What follows belongs to an exercise in optimizing a design on an open flow for small area; a production flow would make more cautious choices.
The RTL was checked by simulation tests, not by an equivalence proof against the original design.
The flow treats the clock pin as an ideal source, which a real chip does not have.
Power figures rest on the tool's default switching activity, not on a simulated workload.

<file path="flow/design.v">
module topROM #(parameter FPGAFREQ = 2_000)(
    input logic CLK,
    input logic nRST,
    input logic nPBTON,
    output logic HS,
    output logic VS,
    output logic [11:0] RGB
);
    logic [10:0] c;
    logic [9:0] v;
    logic [9:0] p;
    logic cwrap, vwrap;
    assign p = c[10:1];
    assign cwrap = c[10] & c[9] & c[6] & c[0];    
    assign vwrap = v[9] & v[3] & v[2] & v[0];     
    always_ff @(posedge CLK) begin
        if (!nRST)
            c <= 11'd1601;
        else if (cwrap)
            c <= 11'd0;
        else
            c <= c + 11'd1;
    end
    always_ff @(posedge CLK) begin
        if (!nRST)
            v <= 10'd525;
        else if (cwrap)
            v <= vwrap ? 10'd0 : v + 10'd1;
    end
    logic btn;       
    logic inc;       
    always_ff @(posedge CLK)
        btn <= ~nPBTON;
    generate
        if (FPGAFREQ == 2000) begin : g_lfsr
            logic [10:0] s;
            logic det;
            assign det = (s[9:0] == 10'b1111111100);
            always_ff @(posedge CLK) begin
                if (!nRST)
                    s <= 11'd40;
                else
                    s <= {s[9:0], s[10] ^ s[1] ^ det};
            end
            assign inc = det & btn;
        end else begin : g_cnt
            localparam int HALF = FPGAFREQ / 2;
            localparam int PER = (HALF > 0) ? 2 * HALF : 2;
            logic [$clog2(PER+1)-1:0] k;
            logic pend;
            logic tick;
            assign tick = (k == PER'(HALF - 1));
            always_ff @(posedge CLK) begin
                if (!nRST) begin
                    k <= '0;
                    pend <= 1'b0;
                end else begin
                    k <= (k == PER - 1) ? '0 : k + 1'b1;
                    if (tick)
                        pend <= ~nPBTON;
                    else if (c[0])
                        pend <= 1'b0;
                end
            end
            assign inc = pend & c[0] & ~tick;
        end
    endgenerate
    logic [3:0] d0, d1, d2;
    logic w0, w1, w2;
    assign w0 = d0[3] & d0[0];
    assign w1 = d1[3] & d1[0];
    assign w2 = d2[3] & d2[0];
    always_ff @(posedge CLK) begin
        if (!nRST) begin
            d0 <= 4'd0;
            d1 <= 4'd0;
            d2 <= 4'd0;
        end else if (inc) begin
            d0 <= w0 ? 4'd0 : d0 + 4'd1;
            if (w0) begin
                d1 <= w1 ? 4'd0 : d1 + 4'd1;
                if (w1)
                    d2 <= w2 ? 4'd0 : d2 + 4'd1;
            end
        end
    end
    function automatic logic inr(input logic [9:0] x, input int lo, input int hi);
        logic ge, le;
        logic [9:0] kl, kh;
        kl = 10'(lo);
        kh = 10'(hi);
        ge = 1'b1;
        le = 1'b1;
        for (int i = 0; i < 10; i++) begin
            ge = kl[i] ? (x[i] & ge) : (x[i] | ge);
            le = kh[i] ? (~x[i] | le) : (~x[i] & le);
        end
        inr = ge & le;
    endfunction
    function automatic logic inr5(input logic [4:0] x, input int lo, input int hi);
        logic ge, le;
        logic [4:0] kl, kh;
        kl = 5'(lo);
        kh = 5'(hi);
        ge = 1'b1;
        le = 1'b1;
        for (int i = 0; i < 5; i++) begin
            ge = kl[i] ? (x[i] & ge) : (x[i] | ge);
            le = kh[i] ? (~x[i] | le) : (~x[i] & le);
        end
        inr5 = ge & le;
    endfunction
    logic [4:0] k, a;
    logic i1;            
    always_comb begin
        i1 = 1'b0;
        if (p < 10'd48)
            k = 5'd10;               
        else if (p < 10'd86)
            k = 5'd9;                
        else if (p < 10'd128) begin
            k = 5'd0;                
            i1 = 1'b1;
        end else if (p < 10'd164)
            k = 5'd25;               
        else if (p < 10'd256) begin
            k = 5'd16;               
            i1 = 1'b1;
        end else if (p < 10'd384)
            k = 5'd12;               
        else if (p < 10'd424)
            k = 5'd29;               
        else if (p < 10'd464) begin
            k = 5'd20;               
            i1 = 1'b1;
        end else if (p < 10'd504)
            k = 5'd13;               
        else if (p < 10'd544) begin
            k = 5'd4;                
            i1 = 1'b1;
        end else if (p < 10'd592)
            k = 5'd6;                
        else
            k = 5'd24;               
        a = p[4:0] - k;
    end
    logic [3:0] dg;
    logic sa, sb, sc, sd, se, sf, sg;
    logic xf, xl, xr, b7;
    logic ya, yg, yd, yu, yl;
    logic paint7;
    always_comb begin
        if (p < 10'd48)
            dg = d0;
        else if (p < 10'd96)
            dg = d1;
        else
            dg = d2;
    end
    assign sa = dg[3] | dg[1] | (dg[2] ~^ dg[0]);
    assign sb = ~dg[2] | (dg[1] ~^ dg[0]);
    assign sc = dg[2] | ~dg[1] | dg[0];
    assign sd = (~dg[2] & ~dg[0]) | (dg[1] & ~dg[0]) | (~dg[2] & dg[1]) | (dg[2] & ~dg[1] & dg[0]);
    assign se = ~dg[0] & (~dg[2] | dg[1]);
    assign sf = dg[3] | (~dg[1] & ~dg[0]) | (dg[2] & ~dg[1]) | (dg[2] & ~dg[0]);
    assign sg = dg[3] | (dg[2] ^ dg[1]) | (dg[1] & ~dg[0]);
    assign b7 = inr(p, 9, 41) | inr(p, 549, 581) | inr(p, 599, 631);
    assign xf = (b7 & (a != 5'd31)) | inr(p, 50, 80);
    assign xl = (b7 & (a <= 5'd5)) | inr(p, 50, 55);
    assign xr = (b7 & inr5(a, 25, 30)) | inr(p, 75, 80);
    assign ya = inr(v, 5, 10);
    assign yg = inr(v, 23, 27);
    assign yd = inr(v, 40, 45);
    assign yu = inr(v, 5, 27);
    assign yl = inr(v, 23, 45);
    assign paint7 = (xf & ((sa & ya) | (sg & yg) | (sd & yd))) |
                    (xr & ((sb & yu) | (sc & yl))) |
                    (xl & ((sf & yu) | (se & yl)));
    logic band, yok, y10;
    logic j0, j1, j3;
    logic [4:0] ky, b;
    logic cellcol, vbarcol, hrow, vrow, cellrow, dg1, dg2, s34;
    assign band = inr(p, 56, 111) | inr(p, 136, 191) | inr(p, 400, 455) | inr(p, 480, 535);
    assign y10 = p < 10'd128;                    
    assign yok = v < 10'd96;
    always_comb begin
        j0 = 1'b0;
        j1 = 1'b0;
        j3 = 1'b0;
        if (y10 ? (v < 10'd32) : (v < 10'd28)) begin
            ky = y10 ? 5'd14 : 5'd9;         
            j0 = 1'b1;
        end else if (y10 ? (v < 10'd52) : (v < 10'd47)) begin
            ky = y10 ? 5'd1 : 5'd28;         
            j1 = 1'b1;
        end else if (y10 ? (v < 10'd68) : (v < 10'd64))
            ky = y10 ? 5'd20 : 5'd15;        
        else begin
            ky = y10 ? 5'd7 : 5'd2;          
            j3 = 1'b1;
        end
        b = v[4:0] - ky;
    end
    logic [4:0] u;
    logic [2:0] m;
    logic [3:0] t;
    assign cellcol = (a >= 5'd23) | (a <= 5'd10);
    assign vbarcol = inr5(a, 11, 13) | inr5(a, 20, 22);
    assign hrow = (j0 & (b >= 5'd29)) | ((j1 | j3) & inr5(b, 16, 18));
    assign vrow = ~b[4];
    assign cellrow = ~b[4] & (b[3:0] != 4'd0);
    assign u = a[4] ? 5'd0 - a : a;
    assign m = b[2:0] ^ {3{~b[3]}};
    assign t = u[3:0] - {1'b0, m};
    assign dg1 = ((t == 4'd15) | (t <= 4'd2)) & cellcol &
                 ~(inr5(a, 23, 26) & ((b[3:0] <= 4'd3) | (b[3:0] == 4'd15))) &
                 ~(~i1 & j1 & (b[3:0] == 4'd15));
    assign dg2 = 1'b0;
    assign s34 = band & yok & ((cellcol & hrow) | (vbarcol & vrow) | (cellrow & (dg1 | dg2)));
    logic img;
    logic [4:0] ix;
    assign ix = a;
    assign img = inr(p, 300, 331) & (
            (((v == 10'd12)) & (inr5(ix, 12, 19))) |
            (((v == 10'd13) | (v == 10'd23)) & (inr5(ix, 9, 22))) |
            (((v == 10'd14)) & (inr5(ix, 8, 23))) |
            (((v == 10'd15) | (v == 10'd25)) & (inr5(ix, 8, 21))) |
            (((v == 10'd16) | (v == 10'd26) | (v == 10'd54) | (v == 10'd104)) & (inr5(ix, 10, 19))) |
            (((v == 10'd17)) & (inr5(ix, 12, 19) | inr5(ix, 21, 29))) |
            (((v == 10'd18)) & (inr5(ix, 9, 29))) |
            (((v == 10'd19)) & (inr5(ix, 9, 18) | inr5(ix, 20, 23))) |
            (((v == 10'd20) | (v == 10'd21) | (v == 10'd30) | (v == 10'd31) | (v == 10'd32) | (v == 10'd33)) & (inr5(ix, 9, 12) | inr5(ix, 15, 18))) |
            (((v == 10'd22)) & (inr5(ix, 9, 19))) |
            (((v == 10'd24)) & (inr5(ix, 6, 23))) |
            (((v == 10'd27)) & (inr5(ix, 1, 9) | inr5(ix, 12, 19))) |
            (((v == 10'd28)) & (inr5(ix, 1, 19))) |
            (((v == 10'd29)) & (inr5(ix, 5, 7) | inr5(ix, 9, 18))) |
            (((v == 10'd34)) & (inr5(ix, 6, 11) | inr5(ix, 14, 20))) |
            (((v == 10'd53) | (v == 10'd55) | (v == 10'd103) | (v == 10'd105)) & (inr5(ix, 11, 18))));
    logic vis, red, yel, blue, bg;
    assign vis = (p < 10'd640) && (v < 10'd480);
    assign red = paint7 & (p < 10'd48);
    assign yel = paint7 & (p >= 10'd512) & (p < 10'd592);
    assign blue = s34 | (paint7 & ~(p < 10'd48) & ~((p >= 10'd512) & (p < 10'd592)));
    assign bg = ~(red | yel | blue | img);
    assign RGB[11] = vis & (red | yel | img);
    assign RGB[10] = vis & (red | yel);
    assign RGB[9]  = vis & (red | yel | img);
    assign RGB[8]  = vis & (red | yel | img);
    assign RGB[7]  = vis & yel;
    assign RGB[6]  = vis & (yel | img);
    assign RGB[5]  = vis & (yel | bg);
    assign RGB[4]  = vis & yel;
    assign RGB[3]  = vis & (blue | img);
    assign RGB[2]  = vis & blue;
    assign RGB[1]  = vis & (blue | img);
    assign RGB[0]  = vis & blue;
    assign HS = ~((p >= 10'd655) && (p <= 10'd750));
    assign VS = ~((v >= 10'd489) && (v <= 10'd490));
endmodule
</file>
<file path="flow/flow/run.sh">
#!/bin/bash
# Standard ORFS layout, with the combinational logic of the standard
# synthesis re-mapped by ABC for area. Registers (names, count, cell types)
# are left exactly as the standard synthesis made them.
set -euo pipefail
W=$(pwd)
F=$W/flow
LIB=$FLOW_HOME/platforms/$FLOW_PLATFORM/lib/sky130_fd_sc_hd__tt_025C_1v80.lib
R=$W/orfs/results/$FLOW_PLATFORM/topROM/base
YOSYS=$(command -v yosys || echo $FLOW_HOME/../tools/install/yosys/bin/yosys)

# 1. the standard synthesis, unchanged
bash standard.sh synth > $W/log_std_synth.txt 2>&1

# 2. re-map the combinational cells: each library cell is replaced by its
#    logic function, then ABC maps the logic again with an area script;
#    eight runs with different seeds, four at a time, keeping the smallest
#    netlist
python3 $F/gen_combmap.py $LIB $W/comb_map.v > $W/log_combmap.txt 2>&1
cp $R/1_2_yosys.v $W/std_1_2_yosys.v
for s in 1 2 3 4 5 6 7 8; do
  sed "s/SEED/$s/" $F/remap.abc > $W/remap_$s.abc
  $YOSYS -l $W/log_remap_$s.txt -p "read_liberty -lib $LIB; read_verilog $W/std_1_2_yosys.v; hierarchy -top $FLOW_TOP; techmap -map $W/comb_map.v; techmap; opt -purge; abc -liberty $LIB $(cat $F/dontuse.txt) -script $W/remap_$s.abc; opt_clean -purge; hilomap -singleton -hicell sky130_fd_sc_hd__conb_1 HI -locell sky130_fd_sc_hd__conb_1 LO; insbuf -buf sky130_fd_sc_hd__buf_4 A X; check -assert -mapped; tee -o $W/remap_stat_$s.txt stat -liberty $LIB; write_verilog -noattr -nohex -nodec $W/remap_$s.v" > /dev/null 2>&1 &
  if [ $s = 4 ]; then wait; fi
done
wait
best=$(for s in 1 2 3 4 5 6 7 8; do if [ -s $W/remap_$s.v ]; then echo "$(grep 'Chip area' $W/remap_stat_$s.txt | awk '{print $NF}') $s"; fi; done | sort -g | awk 'NR==1{print $2}')
echo "best seed $best" > $W/log_remap_best.txt
cp $W/remap_$best.v $R/1_2_yosys.v
rm -f $R/1_synth.odb

# 3. the rest of the standard layout from the re-mapped netlist, with the
#    smallest buffer on each port and no dummy loads in the clock tree
export BUFFER_PORTS_ARGS="-buffer_cell sky130_fd_sc_hd__buf_1"
export CTS_ARGS="-sink_clustering_enable -repair_clock_nets -dont_use_dummy_load -buf_list {sky130_fd_sc_hd__clkbuf_4 sky130_fd_sc_hd__clkbuf_8}"
bash standard.sh finish > $W/log_std_finish.txt 2>&1
</file>
<file path="flow/flow/dontuse.txt">
-dont_use sky130_fd_sc_hd__lpflow_bleeder_1 -dont_use sky130_fd_sc_hd__lpflow_clkbufkapwr_1 -dont_use sky130_fd_sc_hd__lpflow_clkbufkapwr_16 -dont_use sky130_fd_sc_hd__lpflow_clkbufkapwr_2 -dont_use sky130_fd_sc_hd__lpflow_clkbufkapwr_4 -dont_use sky130_fd_sc_hd__lpflow_clkbufkapwr_8 -dont_use sky130_fd_sc_hd__lpflow_clkinvkapwr_1 -dont_use sky130_fd_sc_hd__lpflow_clkinvkapwr_16 -dont_use sky130_fd_sc_hd__lpflow_clkinvkapwr_2 -dont_use sky130_fd_sc_hd__lpflow_clkinvkapwr_4 -dont_use sky130_fd_sc_hd__lpflow_clkinvkapwr_8 -dont_use sky130_fd_sc_hd__lpflow_decapkapwr_12 -dont_use sky130_fd_sc_hd__lpflow_decapkapwr_3 -dont_use sky130_fd_sc_hd__lpflow_decapkapwr_4 -dont_use sky130_fd_sc_hd__lpflow_decapkapwr_6 -dont_use sky130_fd_sc_hd__lpflow_decapkapwr_8 -dont_use sky130_fd_sc_hd__lpflow_inputiso0n_1 -dont_use sky130_fd_sc_hd__lpflow_inputiso0p_1 -dont_use sky130_fd_sc_hd__lpflow_inputiso1n_1 -dont_use sky130_fd_sc_hd__lpflow_inputiso1p_1 -dont_use sky130_fd_sc_hd__lpflow_inputisolatch_1 -dont_use sky130_fd_sc_hd__lpflow_isobufsrc_1 -dont_use sky130_fd_sc_hd__lpflow_isobufsrc_16 -dont_use sky130_fd_sc_hd__lpflow_isobufsrc_2 -dont_use sky130_fd_sc_hd__lpflow_isobufsrc_4 -dont_use sky130_fd_sc_hd__lpflow_isobufsrc_8 -dont_use sky130_fd_sc_hd__lpflow_isobufsrckapwr_16 -dont_use sky130_fd_sc_hd__lpflow_lsbuf_lh_hl_isowell_tap_1 -dont_use sky130_fd_sc_hd__lpflow_lsbuf_lh_hl_isowell_tap_2 -dont_use sky130_fd_sc_hd__lpflow_lsbuf_lh_hl_isowell_tap_4 -dont_use sky130_fd_sc_hd__lpflow_lsbuf_lh_isowell_4 -dont_use sky130_fd_sc_hd__lpflow_lsbuf_lh_isowell_tap_1 -dont_use sky130_fd_sc_hd__lpflow_lsbuf_lh_isowell_tap_2 -dont_use sky130_fd_sc_hd__lpflow_lsbuf_lh_isowell_tap_4 -dont_use sky130_fd_sc_hd__probe_p_8 -dont_use sky130_fd_sc_hd__probec_p_8 
</file>
<file path="flow/flow/gen_combmap.py">
import re, sys
lib = open(sys.argv[1]).read()
out = []
# split into cells
for m in re.finditer(r'\n\s*cell\s*\(\s*"?([A-Za-z0-9_]+)"?\s*\)\s*\{', lib):
    name = m.group(1)
    start = m.end()
    depth = 1; i = start
    while depth:
        c = lib[i]
        if c == '{': depth += 1
        elif c == '}': depth -= 1
        i += 1
    body = lib[start:i]
    if re.search(r'\b(ff|latch|statetable|ff_bank)\s*\(', body): continue
    pins = []
    for pm in re.finditer(r'\n\s*pin\s*\(\s*"?([A-Za-z0-9_]+)"?\s*\)\s*\{', body):
        pn = pm.group(1); s = pm.end(); d = 1; j = s
        while d:
            c = body[j]
            if c == '{': d += 1
            elif c == '}': d -= 1
            j += 1
        pb = body[s:j]
        dm = re.search(r'direction\s*:\s*"?(\w+)"?', pb)
        fm = re.search(r'\bfunction\s*:\s*"([^"]*)"', pb)
        pins.append((pn, dm.group(1) if dm else None, fm.group(1) if fm else None))
    outs = [p for p in pins if p[1] == 'output']
    ins = [p for p in pins if p[1] == 'input']
    if not outs or any(p[2] is None for p in outs): continue
    if any(p[1] not in ('input','output') for p in pins): continue
    def conv(f):
        f = f.replace('!', '~').replace('+', '|').replace('*', '&')
        # juxtaposition AND: identifiers/parens separated by spaces without operator
        f = re.sub(r'([A-Za-z0-9_\)])\s+(?=[A-Za-z0-9_\(~])', r'\1 & ', f)
        return f
    ports = [p[0] for p in ins] + [p[0] for p in outs]
    s = 'module %s(%s);\n' % (name, ', '.join(ports))
    for p in ins: s += '  input %s;\n' % p[0]
    for p in outs: s += '  output %s;\n  assign %s = %s;\n' % (p[0], p[0], conv(p[2]))
    s += 'endmodule\n'
    out.append(s)
open(sys.argv[2], 'w').write(''.join(out))
print(len(out), 'cells')
</file>
<file path="flow/flow/remap.abc">
strash
dc2
balance
rewrite
refactor
balance
rewrite
rewrite -z
balance
refactor -z
rewrite -z
balance
&get -n
&deepsyn -T 60 -S SEED
&put
dch -f
amap
topo
</file>
<file path="flow/standard.sh">
#!/bin/bash
# synth_recipe.tcl (not shown) runs the flow's synth.tcl, then flattens the netlist and writes it again
# the make line also repeats each setting of config.mk as NAME=value (left out here)
make -C /OpenROAD-flow-scripts/flow DESIGN_CONFIG=/design/flow/config.mk WORK_HOME=/design/flow/orfs CLKGATE_MAP_FILE= SYNTH_SCRIPT=/design/flow/synth_recipe.tcl "${@:-finish}"
</file>
<file path="flow/config.mk">
export PLATFORM = sky130hd
export DESIGN_NAME = topROM
export DESIGN_NICKNAME = topROM
export VERILOG_FILES = /design/flow/design.v
export SDC_FILE = /design/flow/constraint.sdc
export NUM_CORES = 4
export LEC_CHECK = 0
export CAP_MARGIN = 20
export CORE_MARGIN = 2
export CORE_UTILIZATION = 40
export SLEW_MARGIN = 20
</file>
<file path="flow/constraint.sdc">
create_clock -name core_clock -period 20.0 [get_ports {CLK}]
set_input_delay 4.0000 -clock core_clock [delete_from_list [all_inputs] [get_ports {CLK}]]
set_output_delay 4.0000 -clock core_clock [all_outputs]
set_load 0.01 [all_outputs]
</file>
==> run notes, run 1 <==
Sum Neg Setup Slack -> 0 ps
Final #Nets -> 527
Total Power -> 263 uW
post-route ant nets -> 0
Post-DP HPWL -> 7.26 mm
CTS tree -> done
Detailed Route Iter0 Violations -> 342
clock-pin slew on the worst setup and hold paths -> 80 ps
TritonRoute pass-1 iters -> 5
share of layout cells above drive strength 1 -> 0.0134
Worst-Skew Late Latency -> 290 ps
Post-CTS Setup Bufs -> 0
WL per Instance -> 14.6 um
Static Leakage -> 1.12 nW
status -> no timing/DRC/antenna violations
most used cell along the critical path -> nor2_1
reg2reg start -> c[6]
Critical Path Stages -> 30
ant diodes -> 0
Fin Hold WS -> 403 ps
Top delay family on crit path -> simple AND/OR/NAND/NOR gates
routability cong. -> 0.953
initial core utilization -> 0.411
unrepaired setup endpoints after global routing -> false
Final min period -> 10000 ps
die area -> 8570 sq um
Post-Place Worst Slack -> 10340 ps
worst-path fanout max -> 9
Rows -> 32
min-delay worst type -> reg -> reg
first-pass GRT wire length -> 15.6 mm
max-cap violation count -> 0
# hold bufs at CTS -> 0
final WL -> 9.13 mm
pin count of the biggest net entering global routing -> 16
clock root buffer -> clkbuf_8
critical path endpoint category -> output port
# DRC -> 0
PD cells -> 78.0 nW/um^2
Area Overhead vs Synth -> 7.45%
Mean Syn Cell Area -> 6.23 sq um
chip height -> 92.6 um
critical path class -> reg -> out
CTS resizes -> 0
Arr. time, crit path -> 6000 ps
Max rail drop VDD -> 0.0391 mV
clock skew -> 23.1 ps
CTS sink count -> 45
CP startpoint kind -> flop
Synth Instances -> 504
Worst R2R End -> v[3]
crit path from -> c[8]
fill cell count -> 835
Buf/Inv on CP -> 6
Synthesized Nets -> 507
CP max stage cell -> nor2_1
H-tree depth -> 2
final slew viol count -> 0
via/cell ratio -> 5.78
Synth Cell Area -> 3140 sq um
Synthesis Warnings -> 1
DIE WIDTH -> 92.6 um
Worst Reg2Reg Path Length in Cells -> 12
Inserted Clock Buffers -> 5
Final Util -> 0.441
core area -> 7650 sq um
Worst Path Required -> 16000 ps
initial antenna violation count -> 0
fmax -> 100 MHz
GRT Overall Usage -> 0.223
Worst Tran Pin Value -> 731 ps
Hold Violations, Final -> 0
clk buf depth -> 2
Ports -> 17
hold path startpoint -> c[0]
grt ovf -> 0
fin crit share -> 0.500
Final Setup Violations -> 0
number of global-route vias before repair -> 3320
Slew headroom -> 0.511
post-layout worst setup margin -> 10000 ps
Worst path max stage delay -> 570 ps
worst setup path end -> RGB[3]
number of port buffers -> 16
FF-to-FF setup slack -> 17000 ps
routed vias -> 3606
==> power by group <==
group / switching (mW) / internal, mW / leakage [nW] / total, mW
clock: 0.0263 / 0.0225 / 0.0359 / 0.0489
combinational: 0.0769 / 0.0342 / 0.718 / 0.111
sequential: 0.00833 / 0.0947 / 0.367 / 0.103
==> area by class of cell <==
class	instances	area, sq um	share of cell area
clock buffer	5	68.8	0.0204
inverter	71	267	0.0790
timing repair buffer	18	75.1	0.0223
multi-input combinational	383	1930	0.573
tap	102	128	0.0378
sequential	45	901	0.267
==> placed cells by master (no fill, tap or decap), drive strengths merged, types with 2 or more instances in the layout <==
cell type / count
a2111oi: 4
a211oi: 6
a21oi: 39
a22oi: 3
a31oi: 7
and2: 2
and3: 2
buf: 18
clkbuf: 5
clkinv: 71
dfxtp: 45
nand2: 42
nand3: 8
nand4: 5
nor2: 115
nor2b: 7
nor3: 28
nor4: 6
o211ai: 2
o21a: 8
o21ai: 49
o221ai: 3
o22a: 3
o22ai: 17
o31ai: 5
o32ai: 2
or2: 6
or3: 3
==> flip-flops by register name, summed over array words and instances (netlist names) <==
name / cells
d0: 4
btn: 1
g_lfsr.s: 11
d2: 4
v: 10
d1: 4
c: 11
==> routing by layer <==
metal | track usage | part of all wire | up-vias
met5 | 0 | 0 | -
met4 | 0.0684 | 0.014 | 0
met3 | 0.0342 | 0.064 | 12
met2 | 0.363 | 0.45 | 137
met1 | 0.304 | 0.47 | 1636
li1 | - | - | 1821
==> metrics by stage <==
stage / cells / area (sq um)
finish: 624 / 3370
global route: 624 / 3370
floorplan: 504 / 3140
detailed placement: 619 / 3300
CTS: 624 / 3370
global placement: 619 / 3300
==> worst min path at each step <==
stage | cells past startpoint | slack (ps) | end
floorplan | 1 | 360 | c[0]
global placement | 1 | 370 | c[0]
detailed placement | 1 | 390 | c[0]
CTS | 1 | 410 | c[0]
global route | 1 | 420 | c[0]
finish | 1 | 400 | c[0]
==> worst register-to-register path: cells and delay by family, from the launching register on <==
family          cells  cell delay (ps)
simple gates        5             1270
buf+inv             5              870
flops               1              530
compound gates      2              240
==> inputs of run 2 (changes only) <==
==> flow/flow/run.sh (replaced) <==
#!/bin/bash
# Standard ORFS layout, with the combinational logic of the standard
# synthesis re-mapped by ABC for area. Registers (names, count, cell types)
# are left exactly as the standard synthesis made them.
set -euo pipefail
W=$(pwd)
F=$W/flow
LIB=$FLOW_HOME/platforms/$FLOW_PLATFORM/lib/sky130_fd_sc_hd__tt_025C_1v80.lib
R=$W/orfs/results/$FLOW_PLATFORM/topROM/base
YOSYS=$(command -v yosys || echo $FLOW_HOME/../tools/install/yosys/bin/yosys)

# 1. the standard synthesis, unchanged
bash standard.sh synth > $W/log_std_synth.txt 2>&1

# 2. re-map the combinational cells: each library cell is replaced by its
#    logic function, then ABC maps the logic again with an area script.
#    Runs with different seeds, four at a time; the first twelve start from
#    the standard netlist, the last four from the smallest of those. The
#    smallest netlist is kept.
python3 $F/gen_combmap.py $LIB $W/comb_map.v > $W/log_combmap.txt 2>&1
cp $R/1_2_yosys.v $W/std_1_2_yosys.v

remap() {  # remap SEED INPUT
  sed "s/SEED/$1/" $F/remap.abc > $W/remap_$1.abc
  $YOSYS -l $W/log_remap_$1.txt -p "read_liberty -lib $LIB; read_verilog $2; hierarchy -top $FLOW_TOP; techmap -map $W/comb_map.v; techmap; opt -purge; abc -liberty $LIB $(cat $F/dontuse.txt) -script $W/remap_$1.abc; opt_clean -purge; hilomap -singleton -hicell sky130_fd_sc_hd__conb_1 HI -locell sky130_fd_sc_hd__conb_1 LO; insbuf -buf sky130_fd_sc_hd__buf_4 A X; check -assert -mapped; tee -o $W/remap_stat_$1.txt stat -liberty $LIB; write_verilog -noattr -nohex -nodec $W/remap_$1.v" > /dev/null 2>&1 || true
}
smallest() {  # smallest SEEDS...
  for s in "$@"; do
    if [ -s $W/remap_$s.v ] && [ -s $W/remap_stat_$s.txt ]; then
      echo "$(grep 'Chip area' $W/remap_stat_$s.txt | awk '{print $NF}') $s"
    fi
  done | sort -g | awk 'NR==1{print $2}'
}

for batch in "1 2 3 4" "5 6 7 8" "9 10 11 12"; do
  for s in $batch; do remap $s $W/std_1_2_yosys.v & done
  wait
done
b1=$(smallest $(seq 1 12))
for s in 13 14 15 16; do remap $s $W/remap_$b1.v & done
wait
best=$(smallest $(seq 1 16))
echo "best of first twelve $b1, best $best" > $W/log_remap_best.txt
cp $W/remap_$best.v $R/1_2_yosys.v
rm -f $R/1_synth.odb

# 3. the rest of the standard layout from the re-mapped netlist, with the
#    smallest buffer on each port and no dummy loads in the clock tree
export BUFFER_PORTS_ARGS="-buffer_cell sky130_fd_sc_hd__buf_1"
export CTS_ARGS="-sink_clustering_enable -repair_clock_nets -dont_use_dummy_load -buf_list {sky130_fd_sc_hd__clkbuf_4 sky130_fd_sc_hd__clkbuf_8}"
bash standard.sh finish > $W/log_std_finish.txt 2>&1
--- a/flow/flow/remap.abc
+++ b/flow/flow/remap.abc
@@ -12,5 +12,5 @@
 balance
 &get -n
-&deepsyn -T 60 -S SEED
+&deepsyn -T 40 -S SEED
 &put
 dch -f
==> run 2 against run 1 <==
  * Clock power rose by 4.9%
  * Via count fell by 3.6%
  * Cell area down 1.7%
  * Sequential share of layout area increased by 0.47 points
  * Register-to-register slack better by 180 ps
  * Worst setup slack lost 260 ps
  * Largest cell class unchanged
==> run notes, run 2 <==
status -> no timing/DRC/antenna violations (unchanged)
number of port buffers -> 16 (unchanged)
GRT Overall Usage -> 0.216 (was 0.223)
WL per Instance -> 14.6 um (about the same)
Synthesized Nets -> 485 (was 507)
first-pass GRT wire length -> 14.9 mm (was 15.6 mm)
clock-pin slew on the worst setup and hold paths -> 80 ps (about the same)
most common cell after layout, fill and taps aside -> nor2_1 (unchanged)
fin crit share -> 0.513 (was 0.500)
Synthesis Warnings -> 1 (unchanged)
fill cell count -> 813 (was 835)
Final #Nets -> 503 (was 527)
Top delay family on crit path -> compound AO/OA/AOI/OAI gates (was simple AND/OR/NAND/NOR gates)
Mean Syn Cell Area -> 6.42 sq um (was 6.23 sq um)
CTS sink count -> 45 (unchanged)
Area Overhead vs Synth -> 7.07% (was 7.45%)
hold depth -> 1 (unchanged)
most used cell along the critical path -> clkinv_1 (was nor2_1)
Worst R2R End -> v[8] (was v[3])
fmax -> 97.4 MHz (was 100 MHz)
Final min period -> 10260 ps (was 10000 ps)
Slew headroom -> 0.445 (was 0.511)
min-delay worst type -> reg -> reg (unchanged)
PD cells -> 91.5 nW/um^2 (was 78.0 nW/um^2)
top flop regs -> c: 11 flops, g_lfsr.s: 11 flops, v: 10 flops (unchanged)
Post-CTS Setup Bufs -> 0 (unchanged)
initial antenna violation count -> 0 (unchanged)
TritonRoute pass-1 iters -> 5 (unchanged)
area of the multi-input gates -> 1910 sq um (was 1930 sq um)
initial core utilization -> 0.407 (was 0.411)
critical path endpoint category -> output port (unchanged)
CP startpoint kind -> flop (unchanged)
# DRC -> 0 (unchanged)
Arr. time, crit path -> 6260 ps (was 6000 ps)
Synth Cell Area -> 3100 sq um (was 3140 sq um)
chip height -> 92.0 um (was 92.6 um)
routed vias -> 3475 (was 3606)
DIE WIDTH -> 92.0 um (was 92.6 um)
ant diodes -> 0 (unchanged)
Worst Path Required -> 16000 ps (about the same)
Ports -> 17 (unchanged)
Rows -> 32 (unchanged)
reg2reg start -> c[10] (was c[6])
post-route ant nets -> 0 (unchanged)
FF-to-FF setup slack -> 17180 ps (was 17000 ps)
Static Leakage -> 1.13 nW (was 1.12 nW)
number of global-route vias before repair -> 3115 (was 3320)
Detailed Route Iter0 Violations -> 346 (was 342)
CP max stage cell -> nor3_1 (was nor2_1)
pin count of the biggest net entering global routing -> 21 (was 16)
crit-path cells -> nor2_1, clkinv_1, nor2_1, clkinv_1, nor3_1, nor2b_1, a22oi_1, nand2_1, clkinv_1, a22oi_1, o21ai_0, clkinv_1, o21ai_0, clkinv_1, a21oi_1, nor3_1, nor4_1, nor2_1, o22a_1, a2111oi_0, o21bai_1, or2_0, buf_1
Post-DP HPWL -> 6.90 mm (was 7.26 mm)
worst-path fanout max -> 12 (was 9)
Final Setup Violations -> 0 (unchanged)
final slew viol count -> 0 (unchanged)
clock root buffer -> clkbuf_8 (unchanged)
most frequent cells in the layout -> nor2_1 (112), clkinv_1 (65), dfxtp_1 (45), nand2_1 (44), o21ai_0 (33) (was nor2_1 (115), clkinv_1 (71), o21ai_0 (49), dfxtp_1 (45), nand2_1 (42))
critical path class -> reg -> out (unchanged)
Synth Instances -> 482 (was 504)
grt ovf -> 0 (unchanged)
max-cap violation count -> 0 (unchanged)
Max rail drop VDD -> 0.0413 mV (was 0.0391 mV)
share of layout cells above drive strength 1 -> 0.0100 (was 0.0134)
routability cong. -> 0.975 (was 0.953)
Hold Violations, Final -> 0 (unchanged)
endpoint of the worst hold path -> c[0] (unchanged)
FF/Latch Area -> 901 sq um (unchanged)
Worst Tran Pin Value -> 826 ps (was 731 ps)
hold path startpoint -> c[0] (unchanged)
Worst path max stage delay -> 740 ps (was 570 ps)
die area -> 8460 sq um (was 8570 sq um)
CTS tree -> done (unchanged)
via/cell ratio -> 5.79 (was 5.78)
Total Power -> 303 uW (was 263 uW)
final WL -> 8.77 mm (was 9.13 mm)
unrepaired setup endpoints after global routing -> false (unchanged)
Buf/Inv on CP -> 6 (unchanged)
Sum Neg Setup Slack -> 0 ps (unchanged)
CTS resizes -> 0 (unchanged)
Inserted Clock Buffers -> 5 (unchanged)
clock skew -> 22.8 ps (was 23.1 ps)
H-tree depth -> 2 (unchanged)
core area -> 7610 sq um (was 7650 sq um)
clk buf depth -> 2 (unchanged)
Worst-Skew Late Latency -> 300 ps (was 290 ps)
Worst Reg2Reg Path Length in Cells -> 9 (was 12)
# hold bufs at CTS -> 0 (unchanged)
## run 2: worst reg2reg max path: stages, from the launching register on
cell and delay, ps:
dfxtp_1 440, clkinv_1 190, nor3_1 380, clkinv_1 260, nor2_1 190, clkinv_1 120, nor4_1 580, or2_0 370
a21oi_1 100, o21a_1 120
## run 2: metal layers
metal | global-route usage | part of all wire | routed length, um
met1 | 0.280 | 0.45 | 3940
met2 | 0.347 | 0.46 | 4000
met3 | 0.0386 | 0.057 | 501
met4 | 0.107 | 0.037 | 323
met5 | 0 | 0 | 0
## run 2: through the flow
stage / area [sq um] / util / hold slack [ps] / cells / worst slack, ps
global placement: 3250 / 0.427 / 379 / 595 / 10310
finish: 3310 / 0.436 / 413 / 600 / 9740
floorplan: 3100 / - / 369 / 482 / 11200
CTS: 3310 / 0.436 / 416 / 600 / 9880
detailed placement: 3250 / 0.427 / 395 / 595 / 10230
global route: 3310 / 0.436 / 431 / 600 / 8970
## run 2: how the worst max path moves through the flow
stage / end / cells after the start / start
2_1_floorplan: RGB[3] / 25 / c[9]
3_3_place_gp: RGB[3] / 24 / c[9]
3_5_place_dp: RGB[3] / 22 / c[9]
4_1_cts: RGB[3] / 22 / c[9]
5_1_grt: RGB[1] / 24 / c[9]
6_report: RGB[3] / 23 / c[9]
## run 2: cell type report
| class | count | share of cell area |
|---|---|---|
| Tap cell | 102 | 0.0385 |
| Sequential cell | 45 | 0.272 |
| Inverter | 65 | 0.0736 |
| Multi-Input combinational cell | 367 | 0.577 |
| Timing Repair Buffer | 16 | 0.0181 |
| Clock buffer | 5 | 0.0208 |
## run 2: power by group
group | internal [mW] | total (mW) | switching (mW) | leakage [nW]
combinational | 0.0476 | 0.145 | 0.0973 | 0.731
clock | 0.0226 | 0.0513 | 0.0287 | 0.0359
sequential | 0.0966 | 0.107 | 0.0106 | 0.368
total | 0.167 | 0.303 | 0.137 | 1.13
==> inputs of run 3 (changes only) <==
--- a/flow/flow/run.sh
+++ b/flow/flow/run.sh
@@ -15,7 +15,7 @@
 # 2. re-map the combinational cells: each library cell is replaced by its
 #    logic function, then ABC maps the logic again with an area script.
-#    Runs with different seeds, four at a time; the first twelve start from
-#    the standard netlist, the last four from the smallest of those. The
-#    smallest netlist is kept.
+#    Runs with different seeds, four at a time: eight start from the standard
+#    netlist, then four rounds of four start from the smallest netlist so
+#    far. The smallest netlist is kept.
 python3 $F/gen_combmap.py $LIB $W/comb_map.v > $W/log_combmap.txt 2>&1
 cp $R/1_2_yosys.v $W/std_1_2_yosys.v
@@ -33,13 +33,17 @@
 }
 
-for batch in "1 2 3 4" "5 6 7 8" "9 10 11 12"; do
+for batch in "1 2 3 4" "5 6 7 8"; do
   for s in $batch; do remap $s $W/std_1_2_yosys.v & done
   wait
 done
-b1=$(smallest $(seq 1 12))
-for s in 13 14 15 16; do remap $s $W/remap_$b1.v & done
-wait
-best=$(smallest $(seq 1 16))
-echo "best of first twelve $b1, best $best" > $W/log_remap_best.txt
+best=$(smallest $(seq 1 8))
+echo "round 1: $best" > $W/log_remap_best.txt
+for round in 2 3 4 5; do
+  start=$best
+  for i in 1 2 3 4; do remap $((round * 10 + i)) $W/remap_$start.v & done
+  wait
+  best=$(smallest $start $((round * 10 + 1)) $((round * 10 + 2)) $((round * 10 + 3)) $((round * 10 + 4)))
+  echo "round $round: $best" >> $W/log_remap_best.txt
+done
 cp $W/remap_$best.v $R/1_2_yosys.v
 rm -f $R/1_synth.odb
==> run 3 against run 2 <==
  * Sequential power is essentially flat
  * Routed wire length grew 8.4%
  * Non-clock buffer count grew 2
  * Cell area grew 1.5%
  * Die area grew 1.0%
  * Register-to-register slack lost 330 ps
  * Highest routed layer unchanged
  * Worst setup slack gained 2.9 ps
==> run notes, run 3 <==
min-delay worst type -> reg -> reg (unchanged)
Post-CTS Setup Bufs -> 0 (unchanged)
Final min period -> 10260 ps (about the same)
via/cell ratio -> 5.88 (was 5.79)
reg2reg start -> c[10] (unchanged)
CP startpoint kind -> flop (unchanged)
area of the multi-input gates -> 1920 sq um (was 1910 sq um)
most frequent cells in the layout -> nor2_1 (125), clkinv_1 (71), o21ai_0 (45), dfxtp_1 (45), nand2_1 (40) (was nor2_1 (112), clkinv_1 (65), dfxtp_1 (45), nand2_1 (44), o21ai_0 (33))
CP max stage cell -> or4b_1 (was nor3_1)
clock-pin slew on the worst setup and hold paths -> 100 ps (was 80 ps)
Mean Syn Cell Area -> 6.36 sq um (was 6.42 sq um)
Static Leakage -> 1.11 nW (was 1.13 nW)
Worst R2R End -> v[9] (was v[8])
clock root buffer -> clkbuf_8 (unchanged)
clock skew -> 30.2 ps (was 22.8 ps)
FF-to-FF setup slack -> 16850 ps (was 17180 ps)
Ports -> 17 (unchanged)
first-pass GRT wire length -> 15.5 mm (was 14.9 mm)
post-route ant nets -> 0 (unchanged)
critical path class -> reg -> out (unchanged)
status -> no timing/DRC/antenna violations (unchanged)
CTS tree -> done (unchanged)
max-cap violation count -> 0 (unchanged)
Area Overhead vs Synth -> 7.48% (was 7.07%)
critical path endpoint category -> output port (unchanged)
Sum Neg Setup Slack -> 0 ps (unchanged)
chip height -> 92.5 um (was 92.0 um)
Max rail drop VDD -> 0.0472 mV (was 0.0413 mV)
Worst-Skew Late Latency -> 300 ps (about the same)
Buf/Inv on CP -> 4 (was 6)
clk buf depth -> 2 (unchanged)
# hold bufs at CTS -> 0 (unchanged)
fill cell count -> 860 (was 813)
ant diodes -> 0 (unchanged)
initial antenna violation count -> 0 (unchanged)
FF/Latch Area -> 901 sq um (unchanged)
Detailed Route Iter0 Violations -> 381 (was 346)
CTS resizes -> 0 (unchanged)
number of global-route vias before repair -> 3237 (was 3115)
worst setup path end -> RGB[1] (was RGB[3])
most common cell after layout, fill and taps aside -> nor2_1 (unchanged)
Hold Violations, Final -> 0 (unchanged)
Final #Nets -> 515 (was 503)
Synthesized Nets -> 495 (was 485)
number of port buffers -> 16 (unchanged)
Rows -> 32 (unchanged)
initial core utilization -> 0.409 (was 0.407)
Arr. time, crit path -> 6260 ps (about the same)
CTS sink count -> 45 (unchanged)
Slew headroom -> 0.536 (was 0.445)
Critical Path Stages -> 23 (unchanged)
grt ovf -> 0 (unchanged)
PD cells -> 80.8 nW/um^2 (was 91.5 nW/um^2)
pin count of the biggest net entering global routing -> 17 (was 21)
top flop regs -> c: 11 flops, g_lfsr.s: 11 flops, v: 10 flops (unchanged)
Worst path max stage delay -> 510 ps (was 740 ps)
die area -> 8550 sq um (was 8460 sq um)
Total Power -> 272 uW (was 303 uW)
Finished Cell Area -> 3360 sq um (was 3310 sq um)
Fin Hold WS -> 407 ps (was 413 ps)
routed vias -> 3601 (was 3475)
share of layout cells above drive strength 1 -> 0.0137 (was 0.0100)
Synthesis Warnings -> 1 (unchanged)
Inserted Clock Buffers -> 5 (unchanged)
Worst Reg2Reg Path Length in Cells -> 15 (was 9)
Synth Instances -> 492 (was 482)
Worst Path Required -> 16000 ps (about the same)
Synth Cell Area -> 3130 sq um (was 3100 sq um)
placed cell area -> 3290 sq um (was 3250 sq um)
fin crit share -> 0.513 (about the same)
unrepaired setup endpoints after global routing -> false (unchanged)
final slew viol count -> 0 (unchanged)
WL per Instance -> 15.5 um (was 14.6 um)
final WL -> 9.51 mm (was 8.77 mm)
crit path from -> c[9] (unchanged)
Worst Tran Pin Value -> 689 ps (was 826 ps)
fmax -> 97.5 MHz (was 97.4 MHz)
core area -> 7650 sq um (was 7610 sq um)
crit-path cells -> clkinv_1, nand2_1, nor2_1, clkinv_1, o21ai_0, nand2_1, o22a_1, nor2_1, a21oi_1, nand2_1, o221a_1, nor2_1, a21oi_1, clkinv_1, o21ai_0, o22ai_1, or4b_1, a311oi_1, a31oi_1, or4_1, o21ai_0, or2_0, buf_1 (was nor2_1, clkinv_1, nor2_1, clkinv_1, nor3_1, nor2b_1, a22oi_1, nand2_1, clkinv_1, a22oi_1, o21ai_0, clkinv_1, o21ai_0, clkinv_1, a21oi_1, nor3_1, nor4_1, nor2_1, o22a_1, a2111oi_0, o21bai_1, or2_0, buf_1)
worst-path fanout max -> 12 (unchanged)
Post-DP HPWL -> 7.61 mm (was 6.90 mm)
DIE WIDTH -> 92.5 um (was 92.0 um)
# DRC -> 0 (unchanged)
GRT Overall Usage -> 0.223 (was 0.216)
routability cong. -> 0.965 (was 0.975)
Final Setup Violations -> 0 (unchanged)
TritonRoute pass-1 iters -> 7 (was 5)
H-tree depth -> 2 (unchanged)
Top delay family on crit path -> compound AO/OA/AOI/OAI gates (unchanged)
-- run 3: routing by layer --
| layer | vias up | global-route usage | share of wire |
|---|---|---|---|
| met4 | 0 | 0.0771 | 0.027 |
| li1 | 1774 | - | - |
| met2 | 159 | 0.366 | 0.45 |
| met3 | 26 | 0.0285 | 0.062 |
| met5 | - | 0 | 0 |
| met1 | 1642 | 0.302 | 0.46 |
-- run 3: tightest hold or removal path, delay by kind of cell (launching register included) --
kind / cells / cell delay, ps
flip-flops: 1 / 310
AND/OR/NAND/NOR: 1 / 30
buffers and inverters: 1 / 50
-- run 3: metrics by stage --
step           cells  utilization  worst slack [ps]
3_5_place_dp     607        0.431             10240
2_1_floorplan    492            -             10920
3_3_place_gp     607        0.431             10460
5_1_grt          612        0.440              9250
6_report         612        0.440              9740
4_1_cts          612        0.440              9890
-- run 3: worst min path at each step --
stage                 from     endpoint  slack (ps)  cells after the start
2_1_floorplan         c[0]         c[0]         380                      1
3_3_place_gp          c[0]         c[0]         390                      1
3_5_place_dp          c[0]         c[0]         390                      1
4_1_cts        g_lfsr.s[0]  g_lfsr.s[1]         410                      2
5_1_grt        g_lfsr.s[0]  g_lfsr.s[1]         420                      2
6_report       g_lfsr.s[0]  g_lfsr.s[1]         410                      2
-- run 3: report_power, final --
part	internal (mW)	leakage (nW)	switching, mW
clock	0.0225	0.0359	0.0262
combinational	0.0388	0.709	0.0786
sequential	0.0955	0.367	0.0101
-- run 3: final cells by class --
cell class,instances,area share
Multi-Input combinational cell,371,0.572
Sequential cell,45,0.268
Inverter,71,0.0792
Tap cell,102,0.0379
Timing Repair Buffer,18,0.0223
Clock buffer,5,0.0205
==> inputs of run 4 (changes only) <==
--- a/flow/flow/run.sh
+++ b/flow/flow/run.sh
@@ -15,12 +15,13 @@
 # 2. re-map the combinational cells: each library cell is replaced by its
 #    logic function, then ABC maps the logic again with an area script.
-#    Runs with different seeds, four at a time: eight start from the standard
-#    netlist, then four rounds of four start from the smallest netlist so
-#    far. The smallest netlist is kept.
+#    Runs with different seeds, four at a time: sixteen start from the
+#    standard netlist, then four rounds of four start from the smallest
+#    netlist so far, half of them with another pre-optimisation script
+#    (remap2.abc). The smallest netlist is kept.
 python3 $F/gen_combmap.py $LIB $W/comb_map.v > $W/log_combmap.txt 2>&1
 cp $R/1_2_yosys.v $W/std_1_2_yosys.v
 
-remap() {  # remap SEED INPUT
-  sed "s/SEED/$1/" $F/remap.abc > $W/remap_$1.abc
+remap() {  # remap SEED INPUT [SCRIPT]
+  sed "s/SEED/$1/" $F/${3:-remap.abc} > $W/remap_$1.abc
   $YOSYS -l $W/log_remap_$1.txt -p "read_liberty -lib $LIB; read_verilog $2; hierarchy -top $FLOW_TOP; techmap -map $W/comb_map.v; techmap; opt -purge; abc -liberty $LIB $(cat $F/dontuse.txt) -script $W/remap_$1.abc; opt_clean -purge; hilomap -singleton -hicell sky130_fd_sc_hd__conb_1 HI -locell sky130_fd_sc_hd__conb_1 LO; insbuf -buf sky130_fd_sc_hd__buf_4 A X; check -assert -mapped; tee -o $W/remap_stat_$1.txt stat -liberty $LIB; write_verilog -noattr -nohex -nodec $W/remap_$1.v" > /dev/null 2>&1 || true
 }
@@ -33,13 +34,16 @@
 }
 
-for batch in "1 2 3 4" "5 6 7 8"; do
+for batch in "1 2 3 4" "5 6 7 8" "9 10 11 12" "13 14 15 16"; do
   for s in $batch; do remap $s $W/std_1_2_yosys.v & done
   wait
 done
-best=$(smallest $(seq 1 8))
+best=$(smallest $(seq 1 16))
 echo "round 1: $best" > $W/log_remap_best.txt
 for round in 2 3 4 5; do
   start=$best
-  for i in 1 2 3 4; do remap $((round * 10 + i)) $W/remap_$start.v & done
+  remap $((round * 10 + 1)) $W/remap_$start.v &
+  remap $((round * 10 + 2)) $W/remap_$start.v remap2.abc &
+  remap $((round * 10 + 3)) $W/remap_$start.v &
+  remap $((round * 10 + 4)) $W/remap_$start.v remap2.abc &
   wait
   best=$(smallest $start $((round * 10 + 1)) $((round * 10 + 2)) $((round * 10 + 3)) $((round * 10 + 4)))
==> flow/flow/remap2.abc (new file) <==
strash
&get -n
&synch2
&dc2
&put
&get -n
&deepsyn -T 40 -S SEED
&put
dch -f
amap
topo
==> run 4 against run 3 <==
  * Cell area down 0.67%
  * Worst setup slack improved by 110 ps
  * Clock skew shrank 16 ps
  * Routed wire length fell by 8.0%
  * Largest cell class unchanged
  * Sequential cell count stayed put
  * Synthesized area is 0.24% lower
  * Count of clock-buffer cells in the layout did not move
==> run notes, run 4 <==
Arr. time, crit path -> 6150 ps (was 6260 ps)
Worst Path Required -> 16000 ps (about the same)
H-tree depth -> 2 (unchanged)
FF-to-FF setup slack -> 16940 ps (was 16850 ps)
Synth Instances -> 491 (was 492)
Worst Tran Pin Value -> 1120 ps (was 689 ps)
Synthesized Nets -> 494 (was 495)
die area -> 8530 sq um (was 8550 sq um)
clock root buffer -> clkbuf_8 (unchanged)
critical path endpoint category -> output port (unchanged)
Ports -> 17 (unchanged)
Inserted Clock Buffers -> 5 (unchanged)
CTS sink count -> 45 (unchanged)
pin count of the biggest net entering global routing -> 18 (was 17)
most common cell after layout, fill and taps aside -> nor2_1 (unchanged)
Area Overhead vs Synth -> 7.01% (was 7.48%)
Post-DP HPWL -> 6.83 mm (was 7.61 mm)
clock power share -> 0.185 (was 0.179)
CTS resizes -> 0 (unchanged)
grt ovf -> 0 (unchanged)
Worst-Skew Late Latency -> 300 ps (about the same)
Final min period -> 10150 ps (was 10260 ps)
Slew headroom -> 0.232 (was 0.536)
Fin Hold WS -> 403 ps (was 407 ps)
Worst R2R End -> v[7] (was v[9])
Worst Reg2Reg Path Length in Cells -> 12 (was 15)
DIE WIDTH -> 92.3 um (was 92.5 um)
GRT Overall Usage -> 0.214 (was 0.223)
worst setup path end -> RGB[5] (was RGB[1])
number of global-route vias before repair -> 3242 (was 3237)
number of port buffers -> 16 (unchanged)
Synthesis Warnings -> 1 (unchanged)
unrepaired setup endpoints after global routing -> false (unchanged)
Sum Neg Setup Slack -> 0 ps (unchanged)
Int Pwr -> 157 uW (about the same)
routability cong. -> 0.934 (was 0.965)
Reg power frac -> 0.386 (was 0.389)
PD cells -> 82.8 nW/um^2 (was 80.8 nW/um^2)
Synth Cell Area -> 3120 sq um (was 3130 sq um)
critical path class -> reg -> out (unchanged)
final WL -> 8.74 mm (was 9.51 mm)
fmax -> 98.5 MHz (was 97.5 MHz)
Total Power -> 277 uW (was 272 uW)
max-cap violation count -> 0 (unchanged)
ant diodes -> 0 (unchanged)
clk buf depth -> 2 (unchanged)
Comb power frac -> 0.430 (was 0.432)
chip height -> 92.3 um (was 92.5 um)
# hold bufs at CTS -> 0 (unchanged)
min-delay worst type -> reg -> reg (unchanged)
TritonRoute pass-1 iters -> 5 (was 7)
routed vias -> 3568 (was 3601)
post-layout worst setup margin -> 9850 ps (was 9740 ps)
final slew viol count -> 0 (unchanged)
initial antenna violation count -> 0 (unchanged)
most frequent cells in the layout -> nor2_1 (110), clkinv_1 (62), o21ai_0 (45), dfxtp_1 (45), nand2_1 (40) (was nor2_1 (125), clkinv_1 (71), o21ai_0 (45), dfxtp_1 (45), nand2_1 (40))
clock skew -> 14.0 ps (was 30.2 ps)
CTS tree -> done (unchanged)
Detailed Route Iter0 Violations -> 316 (was 381)
Rows -> 32 (unchanged)
first-pass GRT wire length -> 15.0 mm (was 15.5 mm)
placed cell count -> 604 (was 607)
WL per Instance -> 14.4 um (was 15.5 um)
Final Util -> 0.437 (was 0.440)
Post-Place Worst Slack -> 10440 ps (was 10240 ps)
clock-pin slew on the worst setup and hold paths -> 80 ps (was 100 ps)
CP startpoint kind -> flop (unchanged)
Static Leakage -> 1.10 nW (was 1.11 nW)
Cell Count, Final, Fillers Out -> 609 (was 612)
# DRC -> 0 (unchanged)
post-route ant nets -> 0 (unchanged)
initial core utilization -> 0.408 (was 0.409)
Post-CTS Setup Bufs -> 0 (unchanged)
crit path from -> c[6] (was c[9])
via/cell ratio -> 5.86 (was 5.88)
Hold Violations, Final -> 0 (unchanged)
worst-path fanout max -> 10 (was 12)
Mean Syn Cell Area -> 6.36 sq um (about the same)
P_sw -> 120 uW (was 115 uW)
Final Setup Violations -> 0 (unchanged)
placed cell area -> 3270 sq um (was 3290 sq um)
core area -> 7650 sq um (unchanged)
fin crit share -> 0.508 (was 0.513)
Final #Nets -> 512 (was 515)
top flop regs -> c: 11 flops, g_lfsr.s: 11 flops, v: 10 flops (unchanged)
status -> no timing/DRC/antenna violations (unchanged)
Switching Share -> 0.433 (was 0.423)
Finished Cell Area -> 3340 sq um (was 3360 sq um)
share of layout cells above drive strength 1 -> 0.00986 (was 0.0137)
Max rail drop VDD -> 0.0366 mV (was 0.0472 mV)
reg2reg start -> c[10] (unchanged)
==> run 4: final cells by class <==
class,instances,area (sq um)
fillers,853,4310
multi-input cells,379,1950
flip-flops and latches,45,901
inverters,62,233
well taps,102,128
clock buffers,5,68.8
repair buffers,16,60.1
==> run 4: power by group through the flow <==
stage / Clock (mW) / Combinational (mW) / Sequential (mW)
finish: 0.0511 / 0.119 / 0.107
global route: 0.0556 / 0.136 / 0.108
CTS: 0.0532 / 0.117 / 0.106
detailed placement: 0 / 0.116 / 0.108
global placement: 0 / 0.117 / 0.108
floorplan: 0 / 0.0921 / 0.105
==> run 4: how the worst min path moves through the flow <==
stage	startpoint	end	depth (start not counted)
after floorplan	c[0]	c[0]	1
after global placement	c[0]	c[0]	1
after detailed placement	c[0]	c[0]	1
after CTS	c[0]	c[0]	1
after global routing	c[0]	c[0]	1
final	c[0]	c[0]	1
==> run 4: layer usage <==
layer  global-route usage  vias to the layer above  wire length [um]
met2                0.336                      127              3930
met3               0.0260                       20               465
li1                     -                     1790                 -
met5                    0                        -                 0
met1                0.300                     1631              4160
met4               0.0821                        0               179
==> run 4: worst max-delay path, stage by stage, from the launching register on <==
cell	delay, ps
dfxtp_1	520
clkinv_1	270
nor2_1	340
o211ai_1	130
a31oi_1	290
o22ai_1	130
a31oi_1	280
clkinv_1	160
nor2_1	150
o21ai_0	140
o21ai_0	560
clkinv_1	310
nand2_1	220
nor2_1	100
clkinv_1	70
nor2_1	30
o311ai_0	320
o21ai_0	180
o21ai_0	120
nand2_1	70
a2111oi_0	980
nor2_1	140
a21o_1	220
buf_1	120
==> inputs of run 5 (changes only) <==
--- a/flow/flow/run.sh
+++ b/flow/flow/run.sh
@@ -54,6 +54,9 @@
 
 # 3. the rest of the standard layout from the re-mapped netlist, with the
-#    smallest buffer on each port and no dummy loads in the clock tree
+#    smallest buffer on each port and a clock tree built by hand before the
+#    CTS step (flow/pre_cts.tcl): the clock port drives one root buffer, so
+#    the CTS step finds no clock net to buffer
 export BUFFER_PORTS_ARGS="-buffer_cell sky130_fd_sc_hd__buf_1"
-export CTS_ARGS="-sink_clustering_enable -repair_clock_nets -dont_use_dummy_load -buf_list {sky130_fd_sc_hd__clkbuf_4 sky130_fd_sc_hd__clkbuf_8}"
+export PRE_CTS_TCL=$F/pre_cts.tcl
+export CTS_ARGS="-clk_nets CLK -dont_use_dummy_load"
 bash standard.sh finish > $W/log_std_finish.txt 2>&1
==> flow/flow/pre_cts.tcl (new file) <==
# Clock tree by hand: the clock port drives one small root buffer, which
# drives three leaf buffers; the registers are split among the leaves into
# three strips of equal count by their x position, and each leaf buffer is
# placed at the centre of its registers (detailed placement legalises them).
set block [ord::get_db_block]
set db [ord::get_db]
set clk [$block findNet CLK]
set sinks {}
foreach it [$clk getITerms] {
  set loc [[$it getInst] getLocation]
  lappend sinks [list [lindex $loc 0] [lindex $loc 1] $it]
}
set sinks [lsort -integer -index 0 $sinks]
set n [llength $sinks]
set nleaf 3
set root [odb::dbInst_create $block [$db findMaster sky130_fd_sc_hd__clkbuf_1] clkroot]
set rootnet [odb::dbNet_create $block clknet_root]
$rootnet setSigType CLOCK
[$root findITerm A] connect $clk
[$root findITerm X] connect $rootnet
set rx 0; set ry 0
for {set k 0} {$k < $nleaf} {incr k} {
  set lo [expr {$k * $n / $nleaf}]
  set hi [expr {($k + 1) * $n / $nleaf}]
  set leaf [odb::dbInst_create $block [$db findMaster sky130_fd_sc_hd__clkbuf_8] clkleaf$k]
  set net [odb::dbNet_create $block clknet_leaf$k]
  $net setSigType CLOCK
  [$leaf findITerm A] connect $rootnet
  [$leaf findITerm X] connect $net
  set xs 0; set ys 0
  foreach s [lrange $sinks $lo [expr {$hi - 1}]] {
    set it [lindex $s 2]
    $it disconnect
    $it connect $net
    set xs [expr {$xs + [lindex $s 0]}]; set ys [expr {$ys + [lindex $s 1]}]
  }
  set cx [expr {int($xs / ($hi - $lo))}]; set cy [expr {int($ys / ($hi - $lo))}]
  $leaf setLocation $cx $cy
  $leaf setPlacementStatus PLACED
  set rx [expr {$rx + $cx}]; set ry [expr {$ry + $cy}]
}
$root setLocation [expr {int($rx / $nleaf)}] [expr {int($ry / $nleaf)}]
$root setPlacementStatus PLACED
global_connect
puts "clock tree by hand: $n registers, $nleaf leaf buffers"
==> run 5 against run 4 <==
  * Clock skew fell by 4.4 ps
  * Worst setup slack lost 120 ps
  * Fmax is 1.1% lower
  * Clock power is 19% lower
  * Synthesized area did not move
  * Global-route usage is 0.86 points lower
  * Total power decreased by 3.6%
  * Cell area down 0.71%
  * Critical endpoint unchanged
  * Largest cell class unchanged
==> run notes, run 5 <==
status -> no timing/DRC/antenna violations (unchanged)
placed cell area -> 3270 sq um (unchanged)
unrepaired setup endpoints after global routing -> false (unchanged)
final WL -> 8.72 mm (was 8.74 mm)
Mean Syn Cell Area -> 6.36 sq um (unchanged)
Area Overhead vs Synth -> 6.25% (was 7.01%)
Worst path max stage delay -> 920 ps (was 980 ps)
PD cells -> 80.4 nW/um^2 (was 82.8 nW/um^2)
pin count of the biggest net entering global routing -> 18 (unchanged)
Hold Violations, Final -> 0 (unchanged)
final slew viol count -> 0 (unchanged)
DIE WIDTH -> 92.3 um (unchanged)
Final Util -> 0.434 (was 0.437)
Detailed Route Iter0 Violations -> 346 (was 316)
top flop regs -> c: 11 flops, g_lfsr.s: 11 flops, v: 10 flops (unchanged)
CP startpoint kind -> flop (unchanged)
ant diodes -> 0 (unchanged)
Final #Nets -> 511 (was 512)
chip height -> 92.3 um (unchanged)
hold path startpoint -> c[0] (unchanged)
# hold bufs at CTS -> 0 (unchanged)
routability cong. -> 0.934 (unchanged)
Sum Neg Setup Slack -> 0 ps (unchanged)
post-route ant nets -> 0 (unchanged)
WL per Instance -> 14.3 um (was 14.4 um)
# DRC -> 0 (unchanged)
via/cell ratio -> 5.82 (was 5.86)
hold depth -> 1 (unchanged)
core area -> 7650 sq um (unchanged)
Finished Cell Area -> 3320 sq um (was 3340 sq um)
critical path class -> reg -> out (unchanged)
most common cell after layout, fill and taps aside -> nor2_1 (unchanged)
number of port buffers -> 16 (unchanged)
TritonRoute pass-1 iters -> 6 (was 5)
reg2reg start -> c[10] (unchanged)
Synth Cell Area -> 3120 sq um (unchanged)
clock-pin slew on the worst setup and hold paths -> 110 ps (was 80 ps)
Synth Instances -> 491 (unchanged)
most frequent cells in the layout -> nor2_1 (110), clkinv_1 (62), o21ai_0 (45), dfxtp_1 (45), nand2_1 (40) (unchanged)
Worst-Skew Late Latency -> 450 ps (was 300 ps)
routed vias -> 3541 (was 3568)
post-layout worst setup margin -> 9730 ps (was 9850 ps)
most used cell along the critical path -> nor2_1 (unchanged)
Rows -> 32 (unchanged)
Post-Place Worst Slack -> 10440 ps (unchanged)
CTS resizes -> 0 (unchanged)
Worst Tran Pin Value -> 1050 ps (was 1120 ps)
Post-CTS Setup Bufs -> 0 (unchanged)
critical path endpoint category -> output port (unchanged)
Worst R2R End -> v[7] (unchanged)
fin crit share -> 0.514 (was 0.508)
FF-to-FF setup slack -> 16930 ps (was 16940 ps)
Slew headroom -> 0.284 (was 0.232)
Synthesized Nets -> 494 (unchanged)
initial core utilization -> 0.408 (unchanged)
Ports -> 17 (unchanged)
Final Setup Violations -> 0 (unchanged)
Max rail drop VDD -> 0.0657 mV (was 0.0366 mV)
GRT Overall Usage -> 0.205 (was 0.214)
Post-DP HPWL -> 6.83 mm (unchanged)
crit-path cells -> clkinv_1, nor2_1, o211ai_1, a31oi_1, o22ai_1, a31oi_1, clkinv_1, nor2_1, o21ai_0, o21ai_0, clkinv_1, nand2_1, nor2_1, clkinv_1, nor2_1, o311ai_0, o21ai_0, o21ai_0, nand2_1, a2111oi_0, nor2_1, a21o_1, buf_1 (unchanged)
Arr. time, crit path -> 6270 ps (was 6150 ps)
CP max stage cell -> a2111oi_0 (unchanged)
min-delay worst type -> reg -> reg (unchanged)
Worst Path Required -> 16000 ps (about the same)
grt ovf -> 0 (unchanged)
initial antenna violation count -> 0 (unchanged)
share of layout cells above drive strength 1 -> 0.00593 (was 0.00986)
Worst Reg2Reg Path Length in Cells -> 12 (unchanged)
worst-path fanout max -> 10 (unchanged)
Synthesis Warnings -> 1 (unchanged)
clock skew -> 9.58 ps (was 14.0 ps)
fmax -> 97.4 MHz (was 98.5 MHz)
die area -> 8530 sq um (unchanged)
first-pass GRT wire length -> 15.0 mm (about the same)
number of global-route vias before repair -> 3229 (was 3242)
Static Leakage -> 1.09 nW (was 1.10 nW)
Fin Hold WS -> 408 ps (was 403 ps)
Final min period -> 10270 ps (was 10150 ps)
max-cap violation count -> 0 (unchanged)
endpoint of the worst hold path -> c[0] (unchanged)
run 5: metrics by stage:
step / instances / power [mW]
after floorplan: 491 / 0.197
after global placement: 604 / 0.225
after detailed placement: 604 / 0.224
after CTS: 608 / 0.255
after global routing: 608 / 0.291
final: 608 / 0.267
run 5: critical path, delay by kind of cell, from the launching register on:
| family | cells | cell delay, ps |
|---|---|---|
| flip-flops | 1 | 540 |
| AO/OA/AOI/OAI | 11 | 3270 |
| buffers and inverters | 5 | 930 |
| AND/OR/NAND/NOR | 7 | 1070 |
run 5: worst max-delay path by stage:
| stage | from | to | slack, ps | depth (start not counted) |
|---|---|---|---|---|
| final | c[6] | RGB[5] | 9730 | 23 |
| after global routing | c[5] | RGB[5] | 8970 | 23 |
| after CTS | c[6] | RGB[5] | 10380 | 23 |
| after detailed placement | c[6] | RGB[5] | 10440 | 23 |
| after global placement | c[6] | RGB[5] | 10370 | 23 |
| after floorplan | c[9] | RGB[3] | 11600 | 27 |
run 5: routing by layer:
metal  vias to the layer above  track usage  part of all wire
met5                         -            0                 0
met3                        16      0.00976             0.053
li1                       1787            -                 -
met4                         0       0.0336             0.017
met1                      1603        0.301              0.48
met2                       135        0.341              0.45
run 5: layout make-up:
| class | count | area, sq um |
|---|---|---|
| plain buffers | 4 | 45.0 |
| inverters | 62 | 233 |
| repair buffers | 16 | 60.1 |
| multi-input cells | 379 | 1950 |
| well taps | 102 | 128 |
| flip-flops and latches | 45 | 901 |
| fillers | 854 | 4330 |
run 5: where the power goes:
part	internal (mW)	leakage, nW	switching [mW]
combinational	0.0386	0.697	0.0802
clock	0.0142	0.0228	0.0271
sequential	0.0958	0.368	0.0108

[afterwards: timing with drivers on the ports]
No port has a modelled driver above. Below, the same layouts with a new extraction and two added sets of constraints.
Step 1 assumes that a clkbuf_16 drives the clock port and a buf_2 every other input.
Step 2 also shifts input and output timing later by t, the mid clock arrival at the registers, as if the neighbouring blocks saw the same clock.
a / b / c = no drivers / after step 1 / after step 2; a / b = the first two.
run | shift t [ns] | slack for setup (ns) | hold WS [ns] | pins driven straight from the clock port
run 1 | 0.311 | 9.996 / 9.964 / 10.276 | 0.403 / 0.403 / 0.403 | 1
run 2 | 0.326 | 9.736 / 9.702 / 10.028 | 0.413 / 0.413 / 0.413 | 1
run 3 | 0.312 | 9.739 / 9.711 / 10.024 | 0.407 / 0.407 / 0.407 | 1
run 4 | 0.323 | 9.847 / 9.819 / 10.142 | 0.403 / 0.403 / 0.403 | 1
run 5 | 0.467 | 9.729 / 9.705 / 10.172 | 0.408 / 0.408 / 0.408 | 1
After both steps setup and hold are still met in every run listed.
